What follows belongs to an exercise in optimizing a design on an open flow for small area and a short achievable clock period; a production flow would make more cautious choices. In this exercise RTL edits were held to simulation tests only and were not proved equivalent to the original. Power and IR drop assume default switching activity.

**design.v**
```verilog
module Transmitter #(parameter BIT_RATE_VAL = 16'h01B0)(
	input wire clk,
	input wire rst,
	input wire res,
	input wire drl,
	output wire load,
	input wire [7:0] din,
	output wire tx
);
reg [3:0] FSM;
reg [3:0] bit_count;
reg [15:0] clk_count;
reg [9:0] transmit;
reg tx_reg;
assign tx = tx_reg;
assign load = (FSM == 4'h1)? 1'b1:1'b0;
always @(posedge clk) begin
	if (rst | res)
		FSM <= 4'h0;
	else begin
		case (FSM)
			4'h0: begin
				if (drl)
					FSM <= 4'h1;
			end
			4'h1:
				FSM <= 4'h2;
			4'h2:
				FSM <= 4'h3;
			4'h3:
				FSM <= 4'h4;
			4'h4: begin
				if (clk_count == 4'h0)
					FSM <= 4'h5;
			end
			4'h5: begin
				if (bit_count == 'h0)
					FSM <= 4'h0;
				else
					FSM <= 4'h3;
			end
			default: 
				FSM <= 4'h0;
		endcase
	end
end
always @ (posedge clk) begin
	if (rst | res) begin
		bit_count <= 4'h0;
	end
	else begin
		if (FSM == 4'h2)
			bit_count <= 4'ha;
		if (FSM == 4'h3)
			bit_count <= bit_count - 1;
	end
end
always @ (posedge clk) begin
	if (rst | res)
		clk_count <= 16'h0000;
	else begin
		if (FSM == 4'h3)
			clk_count <= BIT_RATE_VAL;
		if (FSM == 4'h4)
			clk_count <= clk_count - 1;
	end
end
always @ (posedge clk) begin
	if (rst | res)
		transmit <= {10{1'b0}};
	else begin
		if (FSM == 4'h2)
			transmit <= {1'b1,din,1'b0};
		if (FSM == 4'h3)
			transmit <= {1'b0,transmit[9:1]};
	end
end
always @ (posedge clk) begin
	if (rst | res)
		tx_reg <= 1'b1;
	else begin 
		if (FSM == 4'h3) 
			tx_reg <= transmit[0];
	end
end
endmodule
module Interface #(parameter NUM_OF_TAPS = 5, NUM_OF_MODULES = 20)(
	input clk,
	input rst,
	input [NUM_OF_MODULES*(NUM_OF_TAPS*8)-1:0] co_buf,	
	input [NUM_OF_MODULES-1:0] found,
	output reg [NUM_OF_MODULES-1:0] res,
	output TX
);
reg [7:0] 	byte_out;
reg 			transmit_byte;
reg [(NUM_OF_TAPS*8)-1:0] 	buff;
reg [5:0] state;
parameter	IDLE 		= 6'b000001,
				SELECT 	= 6'b000010,
				SENDING	= 6'b000100,
				RESET		= 6'b001000;
wire jeden; 
assign jeden = 1'b0;
wire tx_ready;
wire transmit;
reg [5:0] which;
reg [5:0] i;
integer k;
Transmitter transmitter (
	.clk		(clk),
	.rst		(rst),
	.res		(jeden),
	.drl		(transmit),
	.load		(tx_ready),
	.din		(byte_out),
	.tx		(TX)
);
always @ (posedge clk) begin
	if (rst) begin
		byte_out		<= 8'h11;
		buff			<= {NUM_OF_TAPS{8'h00}};
		which			<= 0;
		transmit_byte		<= 1'b0;
		i				<= 1;
		state 		<= IDLE;
		res 			<= {NUM_OF_MODULES{1'b0}};
	end else begin
	case (state)
		IDLE: begin
			if (found != {NUM_OF_MODULES{1'b0}}) begin
				state <= SELECT;
				for (k=0;k<NUM_OF_MODULES;k=k+1) begin
					if (found[k] == 1'b1) begin
						which <= k;
					end
				end
			end
		end
		SELECT: begin
			buff 		<= co_buf[(which+1)*(NUM_OF_TAPS*8)-1-:NUM_OF_TAPS*8];
			transmit_byte <= 1'b1;
			state 	<= SENDING;
			i <= 0;
		end
		SENDING: begin
			if (buff	== {NUM_OF_TAPS{8'h00}} || buff[7:0] == 8'h00) begin
				state <= RESET;
			end else begin
				if (tx_ready) begin
					if (i == 0) begin
						byte_out <= 8'hff;
					end
					if (i>0 && i<NUM_OF_TAPS+1) begin
						byte_out <= buff[i*8-1-:8];
					end
					if (i == NUM_OF_TAPS + 1) begin
						byte_out <= 8'hfe;
					end
					i 	<= i + 1;
				end
				if (i == NUM_OF_TAPS + 2) begin
					transmit_byte		<= 1'b0;
					res[which] 			<= 1'b1;
					i <= i + 1;
				end
				if (i == NUM_OF_TAPS + 3) begin
					state					<= RESET;
				end
			end
		end
		RESET: begin
			res 			<= {NUM_OF_MODULES{1'b0}};
			byte_out		<= 8'h11;
			buff			<= {NUM_OF_TAPS{8'h00}};
			which			<= 0;
			i				<= 1;
			state 		<= IDLE;
		end
	endcase
	end
end
assign transmit = (transmit_byte) ? 1'b1:1'b0;
endmodule
module PRNG #(parameter SEED = 3515) (
	input 				clk,
	input 				rst,
	input					res,
	output reg [7:0] 	dout,
	output reg 			done
);
reg [31:0] 	lfsr;
reg [7:0] 	waiter;
reg [3:0] 	i;
wire feedback;
assign feedback 	= (lfsr[31] ^ lfsr[21] ^ lfsr[1] ^ lfsr[0]);
always @ (posedge clk) begin
	if (rst) begin
		lfsr 			<= SEED;
		dout			<= 8'h00;
		waiter		<= 8'h00;
		i 				<= 4'b0000;
		done 			<= 1'b0;
	end else begin
	if (res) begin
		dout		<= 8'h00;
		done 		<= 1'b0;
		waiter	<= 8'h00;
	end 
	if (waiter < 33) begin
		waiter <= waiter + 1;  
	end 
	if (waiter >= 33) begin
		lfsr <= {feedback,lfsr[31:1]};
		if (i < 7) begin
			done <= 1'b0;
			dout[i] <= lfsr[31];
			i <= i + 1;
		end
		if (i == 7) begin
			dout[i] <= lfsr[31];
			done <= 1'b1;
			i <= 0;
		end
	end
	end
end
endmodule
module Selector #(parameter NUM_OF_TAPS = 15, SIZE = 32)(
	input 		rst,
	input 		res,
	input 		clk,
	input [7:0] din,
	input 		take,
	input			ena,
	output reg [NUM_OF_TAPS*8-1:0] taps,
	output reg done
);
reg 		occured;	 
reg 		finished;  
integer 	count;
always @ (posedge clk) begin
	if (rst) begin
		done 		<= 1'b0;
		count 	<= 1;
		taps		<= {NUM_OF_TAPS*8{1'b0}};
		occured	<= 1'b0;
		finished	<= 1'b0;
	end else begin
	if (res) begin
		done 		<= 1'b0;
		count 	<= 1;
		taps		<= {NUM_OF_TAPS*8{1'b0}};
		occured	<= 1'b0;
		finished	<= 1'b0;
	end
	if (ena) begin
		if (take && !finished) begin
			if (din[4:0] != 5'b00000 && din[4:0] < SIZE) begin
				case(count)
					1:	begin
						taps[count*8-1-:8] <= {3'b000,din[4:0]};
					end
					2: begin
						if ({3'b000,din[4:0]} != taps[(count-1)*8-1-:8]) begin
							taps[count*8-1-:8] <= {3'b000,din[4:0]};
						end
					end
					3: begin
							taps[count*8-1-:8] <= {3'b000,din[4:0]};
					end
					4: begin
							taps[count*8-1-:8] <= {3'b000,din[4:0]};
					end
					5:	begin
						taps[count*8-1-:8] <= {3'b000,din[4:0]};
					end
					6: begin
							taps[count*8-1-:8] <= {3'b000,din[4:0]};
					end
				endcase
				count <= count + 1;
				if (count == NUM_OF_TAPS + 1)
					finished <= 1'b1;
			end
		end
		if (finished && !done) begin
			done <= 1'b1;
		end
	end
	end
end
endmodule
module XORs #(parameter NUM_OF_TAPS = 16,SIZE = 32)(
	input clk,
	input res,
	input start,
	input [NUM_OF_TAPS*8-1:0] co_buf,	 
	input [SIZE-1:0] register,					 
	output result
);
reg [NUM_OF_TAPS:1] TAPS;
assign result = (TAPS[1] & TAPS[2]) ^ TAPS[3] ^ TAPS[4] ^ TAPS[5] ^ TAPS[6]; 
genvar i;
generate
for (i = 1; i <= NUM_OF_TAPS; i = i + 1) 
	begin: TAPSY
	always @ (*) begin
		TAPS[i] = 1'b0;
		begin
			case (co_buf[i*8-1-:8])
				8'h01 :	TAPS[i] = register[1];
				8'h02 :	TAPS[i] = register[2];
				8'h03 :	TAPS[i] = register[3];
				8'h04 :	TAPS[i] = register[4];
				8'h05 :	TAPS[i] = register[5];
				8'h06 :	TAPS[i] = register[6];
				8'h07 :	TAPS[i] = register[7];
				8'h08 :	TAPS[i] = register[8];
				8'h09 :	TAPS[i] = register[9];
				8'h0a :	TAPS[i] = register[10];
			endcase
		end
	end
end
endgenerate
endmodule
module NLFSR #(parameter SIZE = 32)(
	input 						clk,
	input 						rst,
	input 						res,
	input 						ena,
	input							selector_done,
	input 						feedback,
	output reg					failure,
	output reg					found,
	output reg [SIZE-1:0]	state
);
wire feedback1 = feedback ^ state[0];
parameter [35:0] period = (2**SIZE) - 1;
parameter per1 = (2**SIZE) / 4;
parameter per2 = (2**SIZE) / 2;
reg [35:0] i;
reg [SIZE-1:0] control1, control2;
parameter INIT_VAL = {1'b1,{SIZE-1{1'b0}}};
always @ (posedge clk) begin
	if (rst) begin
		i <= 0;
		state <= INIT_VAL;
		failure <= 1'b0;
		found 	<= 1'b0;
		control1 <= {SIZE{1'b0}};
		control2 <= {SIZE{1'b0}};
	end else begin
	if (res) begin
		state 	<= INIT_VAL;
		found 	<= 1'b0;
		failure 	<= 1'b0;
		i 			<= 0;
		control1 <= {SIZE{1'b0}};
		control2 <= {SIZE{1'b0}};
	end
	if (ena && selector_done) begin
		if (!found && !failure) begin
			state <= {feedback1,state[SIZE-1:1]};
			i <= i + 1;
		end
		if (state == INIT_VAL) begin
			if (i == period) begin
				found <= 1'b1;   
			end
			if (i > 5 && i < period) begin
				failure <= 1'b1;
			end
		end
		if (i > period + 3)
			failure <= 1'b1;
	end
	end
end
endmodule
module SearchModule #(parameter NUM_OF_TAPS = 16, SIZE = 32, SEED = 13413515)(
	input 			clk		,
	input 			rst		,
	input 			start		,
	input				ext_res	,
	output 	wire 	found		,
	output	reg	started	,
	output 	[NUM_OF_TAPS*8-1:0]		co_buf
);
reg 	ena;
reg   res;
wire [7:0] temp1; 
wire temp2, temp3;
wire failure;
wire feedback;
wire [SIZE-1:0]	nlfsr_reg;
wire [NUM_OF_TAPS*8-1:0] taps_from_selector; 
assign co_buf = taps_from_selector;
PRNG #(.SEED(SEED) ) generator (
	.clk 		(clk)			,
	.rst 		(rst)			,
	.res 		(res)			,
	.dout 	(temp1)		,
	.done 	(temp2)
);
Selector #(.NUM_OF_TAPS (NUM_OF_TAPS), .SIZE(SIZE)) selector (
	.rst 		(rst)						,
	.res 		(res)						,
	.clk 		(clk)						,
	.din 		(temp1)					,
	.ena		(ena)						,
	.take 	(temp2)					,
	.taps 	(taps_from_selector)	,
	.done 	(temp3)
);
XORs #(
	.NUM_OF_TAPS (NUM_OF_TAPS), .SIZE (SIZE) ) xory (
	.clk			(clk)						,
	.res			(res)						,
	.start		(temp3)					,
	.co_buf		(taps_from_selector)	,	
	.register	(nlfsr_reg)				,	
	.result		(feedback)
);
NLFSR #(.SIZE(SIZE) ) nlfsr (
	.clk				(clk)			,
	.rst				(rst)			,
	.res				(res)			,
	.ena				(ena)			,
	.feedback		(feedback)	,
	.selector_done	(temp3)		,
	.found			(found)		,
	.failure			(failure)	,
	.state			(nlfsr_reg)	
);
always @ (posedge clk) begin
	if (rst) begin
		ena <= 1'b0;
		started <= 1'b0;
		res <= 1'b0;
	end else begin
	if (start) begin
		ena <= 1'b1;
		started <= 1'b1;
	end
	if (started) begin
		if (failure) begin
			res <= 1'b1;
		end
		if (res) begin
			res <= 1'b0;
		end
		if (ext_res) begin
			res <= 1'b1;
		end
	end
	end
end
endmodule
module FPGA #(parameter NUM_OF_TAPS = 6, SIZE = 11, NUM_OF_MODULES = 30, SEED = 1351) (
	input clk,
	input rst,
	input start,
	output wire TX,
	output reg found_smth,
	output wire startedmod,
	output wire [NUM_OF_MODULES-1:0] found_mods
);
reg start_S;
wire [NUM_OF_MODULES*(NUM_OF_TAPS*8)-1:0] coefficient_buff;
wire [NUM_OF_MODULES-1:0] found;
wire [NUM_OF_MODULES-1:0] res;
wire [NUM_OF_MODULES-1:0] started;
assign startedmod = started[2];
assign found_mods = found;
Interface #(
			.NUM_OF_TAPS		(NUM_OF_TAPS)		, 
			.NUM_OF_MODULES	(NUM_OF_MODULES)	)
	interfejs (	
		.clk		(clk)					,
		.rst		(rst)					,
		.co_buf	(coefficient_buff),	
		.found	(found)				,
		.res		(res)					,
		.TX		(TX)
);
genvar i;
generate
for (i=0; i<NUM_OF_MODULES; i=i+1) begin: Trololo
	SearchModule #(
				.NUM_OF_TAPS 	(NUM_OF_TAPS), 
				.SIZE 			(SIZE), 
				.SEED 			(SEED + i) )
		szukacz (
			.clk		(clk)	,
			.rst		(rst)	,
			.start	(start_S)	,
			.ext_res (res[i]),
			.found	(found[i])	,
			.started	(started[i]),
			.co_buf	(coefficient_buff[(i+1)*(NUM_OF_TAPS*8)-1-:NUM_OF_TAPS*8])
	);
end
endgenerate
always @ (posedge clk) begin
	if (rst) begin
		found_smth <= 1'b0;
		start_S <= 1'b0;
	end else begin
	if (!start) begin
		start_S <= 1'b1;
	end
	if (found != {NUM_OF_MODULES{1'b0}}) begin
		found_smth <= 1'b1;
	end
	else found_smth <= 1'b0;
	end
end
endmodule
```
**run.sh**
```bash
#!/bin/bash
# synth_recipe.tcl (not shown) runs the flow's synth.tcl, then flattens the netlist and writes it again
# the make line also repeats each setting of config.mk as NAME=value (left out here)
make -C /OpenROAD-flow-scripts/flow DESIGN_CONFIG=/design/flow/config.mk WORK_HOME=/design/flow/orfs CLKGATE_MAP_FILE= SYNTH_SCRIPT=/design/flow/synth_recipe.tcl finish
```
**config.mk**
```make
export PLATFORM = sky130hd
export DESIGN_NAME = FPGA
export DESIGN_NICKNAME = FPGA
export VERILOG_FILES = /design/flow/design.v
export SDC_FILE = /design/flow/constraint.sdc
export NUM_CORES = 8
export LEC_CHECK = 0
export CAP_MARGIN = 20
export CORE_MARGIN = 2
export CORE_UTILIZATION = 40
export SLEW_MARGIN = 20
```
**constraint.sdc**
```tcl
create_clock -name core_clock -period 8.0 [get_ports {clk}]
set_input_delay 1.6000 -clock core_clock [delete_from_list [all_inputs] [get_ports {clk}]]
set_output_delay 1.6000 -clock core_clock [all_outputs]
set_load 0.01 [all_outputs]
```
==> impl_metrics.toml, run 1 <==
[yosys]
synth_fa_ha_area_frac = 0.0184
synth_mux_area_frac = 0.108
syn_nets = 50097
synth_edf_count = 0
synth_top_cell_by_area = "dfxtp_1"
yosys.area_share.simple = 0.294
syn_area_um2 = 381000
synth_top_family_by_area = "simple AND/OR/NAND/NOR gates"
ys_types = 121
synthesis.instances = 49536
synth_xor_area_frac = 0.0367
ys.warnings.count = 66
synthTopCellsByArea = "dfxtp_1 (29%), mux4_2 (8.2%), nand2_1 (6.3%)"
synth.avg_cell_area_um2 = 7.69
synth-main-ff-cell = "dfxtp_1"
synth-seq-area-share = 0.294
async_flop_share = 0
synth_seq_cells = 5599
synth-compound-area-share = 0.200
synth_top_area_share = 0.294

[power]
finalPower_mw = 63.0
seq_power_share = 0.446
peakVddDrop_mv = 0.223
power_frac_clock = 0.524
power_density_nw_per_um2 = 152
power_leakage_nw = 145
internal_power_mw = 47.8
pwr-share-comb = 0.030
swShare = 0.241
switchingPower_mw = 15.2

[final_layout]
reg_top3 = "Trololo.szukacz.selector.taps x1440, Trololo.szukacz.nlfsr.i x1080"
largest_register = "Trololo.szukacz.selector.taps"
layout-drive-gt1-share = 0.0888
syn_to_final_growth_pct = 8.58
fin_cells = 60401
layout.nets = 47738
largest_reg_flops = 1440
fill_cells = 94242
layout.area.seq_um2 = 112000
mostFrequentLayoutCell = "nand2_1"
multi_input_area_um2 = 251000
final_cell_mix = "nand2_1 (6379), dfxtp_1 (5589), nor2_1 (4937)"

[route]
first_pass_iters = 8
routedWlPerCell_um = 25.5
drt.antenna.violating_nets = 0
drt-vias-per-instance = 6.40
drt_iter0_drc = 41637
vias = 386458
routed_wl_um = 1540000
drc_errors = 0

[sta]
finalMaxSlewViolations = 0
fin_skew_ns = 0.119
finalSetupTns_ns = 0
max_freq_mhz = 144
grt_setup_unrepaired = "false"
hold_viol = 0
slew_headroom = 0.0625
fin_crit_ns = 6.94
max_slew.worst_pin.slew_ns = 1.39
period_share = 0.867
setup_viol = 0

[setup_path]
endpoint_kind = "flop"
slowest_stage = "nor2b_1"
cp_max_fo = 30
arrival_ns = 7.90
required_ns = 8.97
worstSetupPathType = "flop to flop"
crit_path_cell_trace = "buf_4 > inv_1 > ha_1 > nor2b_1 > nand4_1 > xnor2_1 > or3_1 > or2_2 > or4_1 > xor2_1 > or4b_1 > a211oi_2 > nand2_1 > o31ai_1 > o22ai_1"
crit_path_start_kind = "flop"
crit_path_max_incr_delay_ns = 0.79

[clocking]
ctsHtreeMaxLevel = 6
cts_root_buf = "clkbuf_16"
hold_buffers = 0
clock_latency_ns = 1.16
cts_tree = "done"
numCtsBuffers = 689
post_cts_resize_count = 0
clkSlewWorstSetupHoldPaths_ns = 0.06
clockBufferDepth = 5
postCtsSetupRepairBufs = 0
cts.sinks = 5599

[worst_hold_path]
holdCritPathClass = "flop to flop"

[grt]
grt_max_degree = 169
grt_pass1_wl_um = 2280000
grt_overflow = 0
grt_util_all_layers = 0.303
antenna_found_initial = 124
grt_pass1_vias = 353564

[placement]
dp_cells = 59075
io_buffer_count = 35
dpl.hpwl_um = 1130000
gp_congestion = 1.04

[die]
die_w_um = 980
ios = 36
fp.coreArea_um2 = 950000
die_area_um2 = 960000
start_util = 0.401
die_h_um = 980
num_rows = 358

[job]
max-cap-violations = 0

[run_status]
status = "complete, no violations"
[cells by family after synthesis]
group / count (synthesis)
simple gates: 22595
xor+xnor: 1535
fa+ha+maj: 558
buf+inv: 4807
mux: 2379
flops: 5599
compound gates: 12063
[power by group through the flow]
stage | registers (mW) | logic [mW] | clock network [mW]
3_3_place_gp | 28.7 | 1.84 | 0
3_5_place_dp | 28.7 | 1.87 | 0
4_1_cts | 28.0 | 1.88 | 33.6
5_1_grt | 28.0 | 2.04 | 34.6
2_1_floorplan | 28.6 | 1.17 | 0
6_report | 28.0 | 1.90 | 33.0
[routing by layer]
layer  wire [um]  vias to the layer above  GRT usage
met5         464                        -          0
li1            -                   177803          -
met3      128000                     3871     0.0625
met2      680000                    17066      0.477
met1      623000                   187644      0.384
met4      106000                       74      0.178
[worst paths after layout]
path | cells after the start | slack [ns] | end | from
setup / recovery | 15 | 1.06 | Trololo[25].szukacz.selector.taps[9] | Trololo[25].szukacz.selector.count[0]
hold / removal | 2 | 0.42 | Trololo[25].szukacz.generator.lfsr[28] | Trololo[25].szukacz.generator.lfsr[29]
setup reg to reg | 15 | 1.06 | Trololo[25].szukacz.selector.taps[9] | Trololo[25].szukacz.selector.count[0]
hold reg to reg | 2 | 0.42 | Trololo[25].szukacz.generator.lfsr[28] | Trololo[25].szukacz.generator.lfsr[29]
[worst max-delay path, delay by kind of cell (launching register included)]
kind	cells	cell delay, ns
flip-flops	1	0.29
AND/OR/NAND/NOR	7	3.61
adder cells (fa/ha/maj)	1	0.47
AO/OA/AOI/OAI	3	1.45
buffers and inverters	2	0.51
XOR/XNOR	2	0.40
[Yosys cell counts (all sizes together), types with 244 or more instances]
master and n:
o211ai 304, a211oi 578, and2 807, nor4 1202, nand2 6389, nor3 1635, a22oi 330, or4 340
and3 1041, a31oi 781, nand2b 375, inv 879, mux2i 833, buf 411, or3 624, mux4 1381
nor2 4979, ha 557, nand4 740, or2 244, a21oi 4062, nand3 2331, clkbuf 3508, nor2b 472
a311oi 419, o21ai 2702, nand3b 506, xor2 599, dfxtp 5599, xnor2 899
[metrics by stage]
stage               utilization  instance area, um^2  hold WS (ns)  setup slack (ns)
floorplan                     -               381000         0.420            0.0896
global placement          0.410               389000         0.437              1.41
detailed placement        0.410               389000         0.443              1.31
CTS                       0.435               413000         0.404              1.26
global route              0.435               413000         0.443             0.712
finish                    0.435               413000         0.420              1.06
[area by class of cell]
cell class | instances | area share
diodes | 76 | 0.000460
inverters | 888 | 0.00811
clock buffers | 946 | 0.0474
multi-input cells | 39130 | 0.608
clock inverters | 293 | 0.00962
repair buffers | 869 | 0.0173
flip-flops and latches | 5599 | 0.271
well taps | 12600 | 0.0381
==> run 2, diff against run 1 <==
==> design.v (replaced) <==
module Interface (
	input clk,
	input rst,
	input [30*24-1:0] co_buf,
	input [29:0] found,
	output ext_on,           
	output reg [4:0] which,
	output reg TX
);
localparam [2:0] IDLE = 3'd0, IDLEC = 3'd1, SELECT = 3'd2, SEND = 3'd3, RESET = 3'd4;
reg [2:0] state;
reg [3:0] i;
reg [2:0] fsm;
reg [3:0] bit_count;
reg [8:0] clk_count;
reg [3:0] nib;
reg       upper;
assign ext_on = (state == RESET) | (state == IDLEC);
wire load = (fsm == 3'd1);
integer k;
reg [4:0] hi;
always @(*) begin
	hi = 5'd0;
	for (k = 0; k < 30; k = k + 1)
		if (found[k]) hi = k;
end
wire [23:0] sel = co_buf[which*24 +: 24];
reg [3:0] tap;
always @(*) begin
	case (i)
		4'd2: tap = sel[3:0];
		4'd3: tap = sel[7:4];
		4'd4: tap = sel[11:8];
		4'd5: tap = sel[15:12];
		4'd6: tap = sel[19:16];
		default: tap = sel[23:20];
	endcase
end
always @(posedge clk) begin
	if (rst) begin
		state <= IDLE;
	end else begin
		case (state)
			IDLE, IDLEC: begin
				if (found != 30'd0) begin
					state <= SELECT;
					which <= hi;
				end else
					state <= IDLE;
			end
			SELECT: begin
				state <= SEND;
				i <= 4'd0;
			end
			SEND: begin
				if (load) i <= i + 4'd1;
				if (i == 4'd8) i <= 4'd9;
				if (i == 4'd9) state <= RESET;
			end
			default: state <= IDLEC;
		endcase
	end
end
wire drl = (state == SEND) & (i != 4'd9);
always @(posedge clk) begin
	if (rst) begin
		fsm <= 3'd0;
		TX <= 1'b1;
	end else begin
		case (fsm)
			3'd0: if (drl) fsm <= 3'd1;
			3'd1: fsm <= 3'd2;
			3'd2: begin
				fsm <= 3'd3;
				bit_count <= 4'd10;
				if (i == 4'd1) begin
					nib <= 4'hf; upper <= 1'b1;
				end else if (i == 4'd8) begin
					nib <= 4'he; upper <= 1'b1;
				end else begin
					nib <= tap; upper <= 1'b0;
				end
			end
			3'd3: begin
				fsm <= 3'd4;
				bit_count <= bit_count - 4'd1;
				clk_count <= 9'd432;
				case (bit_count)
					4'd10: TX <= 1'b0;
					4'd9: TX <= nib[0];
					4'd8: TX <= nib[1];
					4'd7: TX <= nib[2];
					4'd6: TX <= nib[3];
					4'd1: TX <= 1'b1;
					default: TX <= upper;
				endcase
			end
			3'd4: begin
				clk_count <= clk_count - 9'd1;
				if (clk_count == 9'd0) fsm <= 3'd5;
			end
			3'd5: fsm <= (bit_count == 4'd0) ? 3'd0 : 3'd3;
			default: fsm <= 3'd0;
		endcase
	end
end
endmodule
module SearchModule #(parameter SEED = 1351) (
	input clk,
	input rst,
	input ena,             
	input ext,             
	output reg found,
	output [23:0] co_buf   
);
localparam [1:0] PW = 2'd0, PC = 2'd1, PR = 2'd2, PF = 2'd3;
localparam [10:0] S0 = 11'b10000000000;
localparam [10:0] INIT = 11'b10000000000;
reg [31:0] lfsr;
reg [2:0]  b;
reg [2:0]  m;
reg        take;
reg [1:0]  ph;
reg [10:0] cnt;
reg [10:0] st;
reg [3:0]  t1, t2, t3, t4, t5, t6;
assign co_buf = {t6, t5, t4, t3, t2, t1};
wire shifting = (ph != PW);
wire fail2    = (ph == PF) & cnt[9];
wire resp     = fail2 | ext;
wire w_end    = (ph == PW) & cnt[0] & cnt[5];
wire fin      = (ph == PC) & st[3];
wire [4:0] din = lfsr[27:23] & {(m <= 3'd4), (m <= 3'd3), (m <= 3'd2), (m <= 3'd1), (m == 3'd0)};
wire inrange  = ~din[4] & (din[3:0] != 4'd0) & (din[3:0] <= 4'd10);
wire valid    = take & ena & (ph == PC) & ~st[3] & inrange;
wire run      = (ph == PR) & ~found;
wire low0     = (cnt[9:0] == 10'd0);
wire stinit   = (st == INIT);
wire found_set = run & low0 & ~cnt[10];
wire fail_set  = run & stinit & ~low0;
function tapv(input [3:0] t, input [10:0] s);
	case (t)
		4'd1: tapv = s[1];
		4'd2: tapv = s[2];
		4'd3: tapv = s[3];
		4'd4: tapv = s[4];
		4'd5: tapv = s[5];
		4'd6: tapv = s[6];
		4'd7: tapv = s[7];
		4'd8: tapv = s[8];
		4'd9: tapv = s[9];
		4'd10: tapv = s[10];
		default: tapv = 1'b0;
	endcase
endfunction
wire fb = st[0] ^ (tapv(t1, st) & tapv(t2, st)) ^ tapv(t3, st) ^ tapv(t4, st) ^ tapv(t5, st) ^ tapv(t6, st);
wire cfb = cnt[0] ^ cnt[2] ^ (cnt[10:1] == 10'd0);
wire prfb = lfsr[31] ^ lfsr[21] ^ lfsr[1] ^ lfsr[0];
always @(posedge clk) begin
	if (rst) begin
		lfsr <= SEED;
		b <= 3'd0;
	end else if (shifting) begin
		lfsr <= {prfb, lfsr[31:1]};
		b <= b + 3'd1;
	end
	take <= shifting & (b == 3'd7) & ~resp;
	if (shifting & (b == 3'd0))
		m <= 3'd0;
	else if (resp)
		m <= b;
	if (rst | fail2 | (found & ext)) begin
		ph <= PW;
		cnt <= S0;
		found <= 1'b0;
	end else begin
		cnt <= {cfb, cnt[10:1]};
		if (w_end) ph <= PC;
		if (fin) begin
			ph <= PR;
			cnt <= S0;
		end
		if (fail_set) begin
			ph <= PF;
			cnt <= S0;
		end
		if (found_set) found <= 1'b1;
	end
	if ((ph == PW) | fin)
		st <= INIT;
	else if (valid)
		st <= {1'b0, st[10:1]};
	else if (run)
		st <= {fb, st[10:1]};
	if (valid) begin
		if (st[10]) begin
			t1 <= din[3:0];
			t2 <= 4'd0;
		end
		if (st[9] && din[3:0] != t1) t2 <= din[3:0];
		if (st[8]) t3 <= din[3:0];
		if (st[7]) t4 <= din[3:0];
		if (st[6]) t5 <= din[3:0];
		if (st[5]) t6 <= din[3:0];
	end
end
endmodule
module FPGA (
	input clk,
	input rst,
	input start,
	output wire TX,
	output reg found_smth,
	output wire startedmod,
	output wire [29:0] found_mods
);
reg start_S;
reg started;
wire [30*24-1:0] co_buf;
wire [29:0] found;
wire ext_on;
wire [4:0] which;
assign startedmod = started;
assign found_mods = found;
Interface interfejs (
	.clk    (clk),
	.rst    (rst),
	.co_buf (co_buf),
	.found  (found),
	.ext_on (ext_on),
	.which  (which),
	.TX     (TX)
);
genvar g;
generate
for (g = 0; g < 30; g = g + 1) begin: Trololo
	SearchModule #(.SEED(1351 + g)) szukacz (
		.clk    (clk),
		.rst    (rst),
		.ena    (started),
		.ext    (ext_on & (which == g)),
		.found  (found[g]),
		.co_buf (co_buf[g*24 +: 24])
	);
end
endgenerate
always @(posedge clk) begin
	if (rst) begin
		found_smth <= 1'b0;
		start_S <= 1'b0;
		started <= 1'b0;
	end else begin
		if (!start) start_S <= 1'b1;
		if (start_S) started <= 1'b1;
		found_smth <= (found != 30'd0);
	end
end
endmodule
==> impl_metrics.toml, run 2 <==
[sta]
max_freq_mhz = 223
period_share = 0.561
setup_ws_ns = 3.51
max_slew.worst_pin.slew_ns = 1.18
finalMaxSlewViolations = 0
fin_crit_ns = 4.49
setup_viol = 0
grt_setup_unrepaired = "false"
finalSetupTns_ns = 0
fin_skew_ns = 0.0573
hold_viol = 0
slew_headroom = 0.203

[clocking]
post_cts_resize_count = 0
clock_latency_ns = 0.88
ctsHtreeMaxLevel = 5
cts_tree = "done"
cts.sinks = 2677
clkSlewWorstSetupHoldPaths_ns = 0.06
postCtsSetupRepairBufs = 0
clockBufferDepth = 4
hold_buffers = 0
numCtsBuffers = 296
cts_root_buf = "clkbuf_16"

[grt]
grt_max_degree = 183
grt_overflow = 0
antenna_found_initial = 12
grt_pass1_wl_um = 498000
grt_util_all_layers = 0.196
grt_pass1_vias = 84513

[setup_path]
ff2ff_setup_slack_ns = 4.06
timing.rr.start = "interfejs.which[1]"
endpoint_kind = "output pin"
crit_start = "started"
cp_max_fo = 21
reg2regPathDepth = 7
r2r-end = "Trololo[1].szukacz.cnt[0]"
arrival_ns = 2.89
crit_path_start_kind = "flop"
required_ns = 6.40
worstSetupPathType = "flop to output pin"
crit_end = "startedmod"

[yosys]
synth-seq-area-share = 0.493
ys.warnings.count = 32
yosysMostFrequentCell = "nand2_1"
synthTopCellsByArea = "dfxtp_1 (31%), edfxtp_1 (18%), nand2_1 (7.2%)"
synth_edf_count = 747
synth_top_area_share = 0.312
synthTopCellsByCount = "nand2_1 (2370), dfxtp_1 (1930), a21oi_1 (1253)"
synth-main-ff-cell = "dfxtp_1"
ys_types = 84
synth.avg_cell_area_um2 = 9.50
syn_nets = 13147
synthesis.instances = 13043
syn_area_um2 = 124000
async_flop_share = 0
synth_top_cell_by_area = "dfxtp_1"
synth_seq_cells = 2677

[power]
power_leakage_nw = 48.7
power_density_nw_per_um2 = 206
peakVddDrop_mv = 0.168

[route]
drc_errors = 0
top_layer_used = "met4"
route.met3.wl_um = 25100
drt-vias-per-instance = 5.46
wl_met2_um = 137000
routed_wl_um = 320000
vias = 91799
drt_iter0_drc = 8279
first_pass_iters = 6
drt.antenna.violating_nets = 0
routedWlPerCell_um = 19.0
wl_met1_um = 146000

[final_layout]
mostFrequentLayoutCell = "nand2_1"
fill_cells = 29251
largest_register = "Trololo.szukacz.lfsr"
layout-drive-gt1-share = 0.0844
largest_reg_flops = 960
final_cell_mix = "nand2_1 (2369), dfxtp_1 (1929), a21oi_1 (1253)"
syn_to_final_growth_pct = 9.59
layout.nets = 12571
fin_util = 0.440
reg_top3 = "Trololo.szukacz.lfsr x960, Trololo.szukacz.cnt x330, Trololo.szukacz.st x330"

[placement]
pre_cts_slack_ns = 3.77
dpl.hpwl_um = 217000
io_buffer_count = 35
gp_congestion = 0.928

[die]
num_rows = 204
ios = 36
die_h_um = 560
fp.coreArea_um2 = 309000
die_w_um = 560
die_area_um2 = 314000
start_util = 0.401

[job]
max-cap-violations = 0

[worst_hold_path]
holdCritPathClass = "flop to flop"
min_from = "Trololo[3].szukacz.cnt[1]"

[run_status]
status = "complete, no violations"
==> run 2: cell count changes in the layout (fill, tap and decap cells not counted), sizes merged, moves of 1051 or more <==
| cell | delta |
|---|---|
| mux4 | -1051 |
| a21oi | -2809 |
| nor3 | -1440 |
| dfxtp | -3669 |
| o21ai | -2468 |
| nand3 | -2067 |
| nor2 | -3898 |
| nor4 | -1068 |
| nand2 | -4019 |
==> run 2: how the worst min path moves through the flow <==
stage	end	slack [ns]	depth (start not counted)
2_1_floorplan	start_S	0.43	2
3_3_place_gp	Trololo[10].szukacz.cnt[5]	0.43	1
3_5_place_dp	Trololo[12].szukacz.cnt[7]	0.44	1
4_1_cts	Trololo[17].szukacz.lfsr[2]	0.43	2
5_1_grt	Trololo[2].szukacz.lfsr[15]	0.45	2
6_report	Trololo[3].szukacz.cnt[0]	0.43	1
==> run 2: cells by family after synthesis <==
family	synth area share
adder cells (fa/ha/maj)	0.0102
buffers and inverters	0.0439
flip-flops	0.493
multiplexers	0.122
AND/OR/NAND/NOR	0.187
XOR/XNOR	0.0303
AO/OA/AOI/OAI	0.113
==> run 2: where the power goes <==
| group | switching, mW | internal [mW] |
|---|---|---|
| logic | 0.209 | 0.0800 |
| registers | 0.0617 | 13.9 |
| clock network | 5.67 | 7.96 |
| total | 5.94 | 22.0 |
==> run 2: critical path, stage by stage, from the launching register on <==
cell	delay, ns
dfxtp_4	0.59
buf_4	0.74
clkdlybuf4s50_1	0.69
==> run 2: metal layers <==
metal | global-route usage | vias to the layer above
met2 | 0.289 | 2860
met3 | 0.0373 | 544
li1 | - | 44368
met5 | 0 | -
met4 | 0.0778 | 0
met1 | 0.282 | 44027
==> run 2: stage by stage <==
step | instances | cell area [um^2] | hold WS, ns | total power, mW
global route | 16821 | 136000 | 0.451 | 28.8
floorplan | 13043 | 124000 | 0.425 | 14.5
global placement | 16284 | 126000 | 0.434 | 14.6
finish | 16824 | 136000 | 0.431 | 27.9
CTS | 16817 | 136000 | 0.426 | 28.2
detailed placement | 16286 | 126000 | 0.438 | 14.6
==> run 2: layout make-up <==
cell class / instances / area, um^2 / area share
Tap cell: 4120 / 5150 / 0.0380
Multi-Input combinational cell: 9039 / 57500 / 0.423
Inverter: 340 / 1280 / 0.00946
Clock inverter: 112 / 1030 / 0.00756
Sequential cell: 2677 / 61100 / 0.450
Timing Repair Buffer: 113 / 996 / 0.00734
Antenna cell: 4 / 10.0 / 0.0000737
Clock buffer: 419 / 8730 / 0.0643

## re-timing with driven ports
No port has a modelled driver above. Below, the same layouts with a new extraction and two added sets of constraints. Step 1 (the two cells are an assumption about what drives the block):
set clk [get_ports {clk}]
set_driving_cell -lib_cell sky130_fd_sc_hd__clkbuf_16 $clk
set_driving_cell -lib_cell sky130_fd_sc_hd__buf_2 [delete_from_list [all_inputs] $clk]
Step 2 also shifts input and output timing later by t, the mid clock arrival at the registers, as if the neighbouring blocks saw the same clock. Slacks: ideal ports / drivers / drivers and shift; pairs: ideal ports / drivers.
run	shift t [ns]	setup slack, ns	worst setup path after step 2	latest minus earliest clock arrival (ns)
run 1	1.252	1.064 / 1.064 / 1.064	register to register	0.135 / 0.135
run 2	0.944	3.513 / 3.419 / 3.828	input to register	0.065 / 0.065
After both steps setup and hold are still met in every run listed.
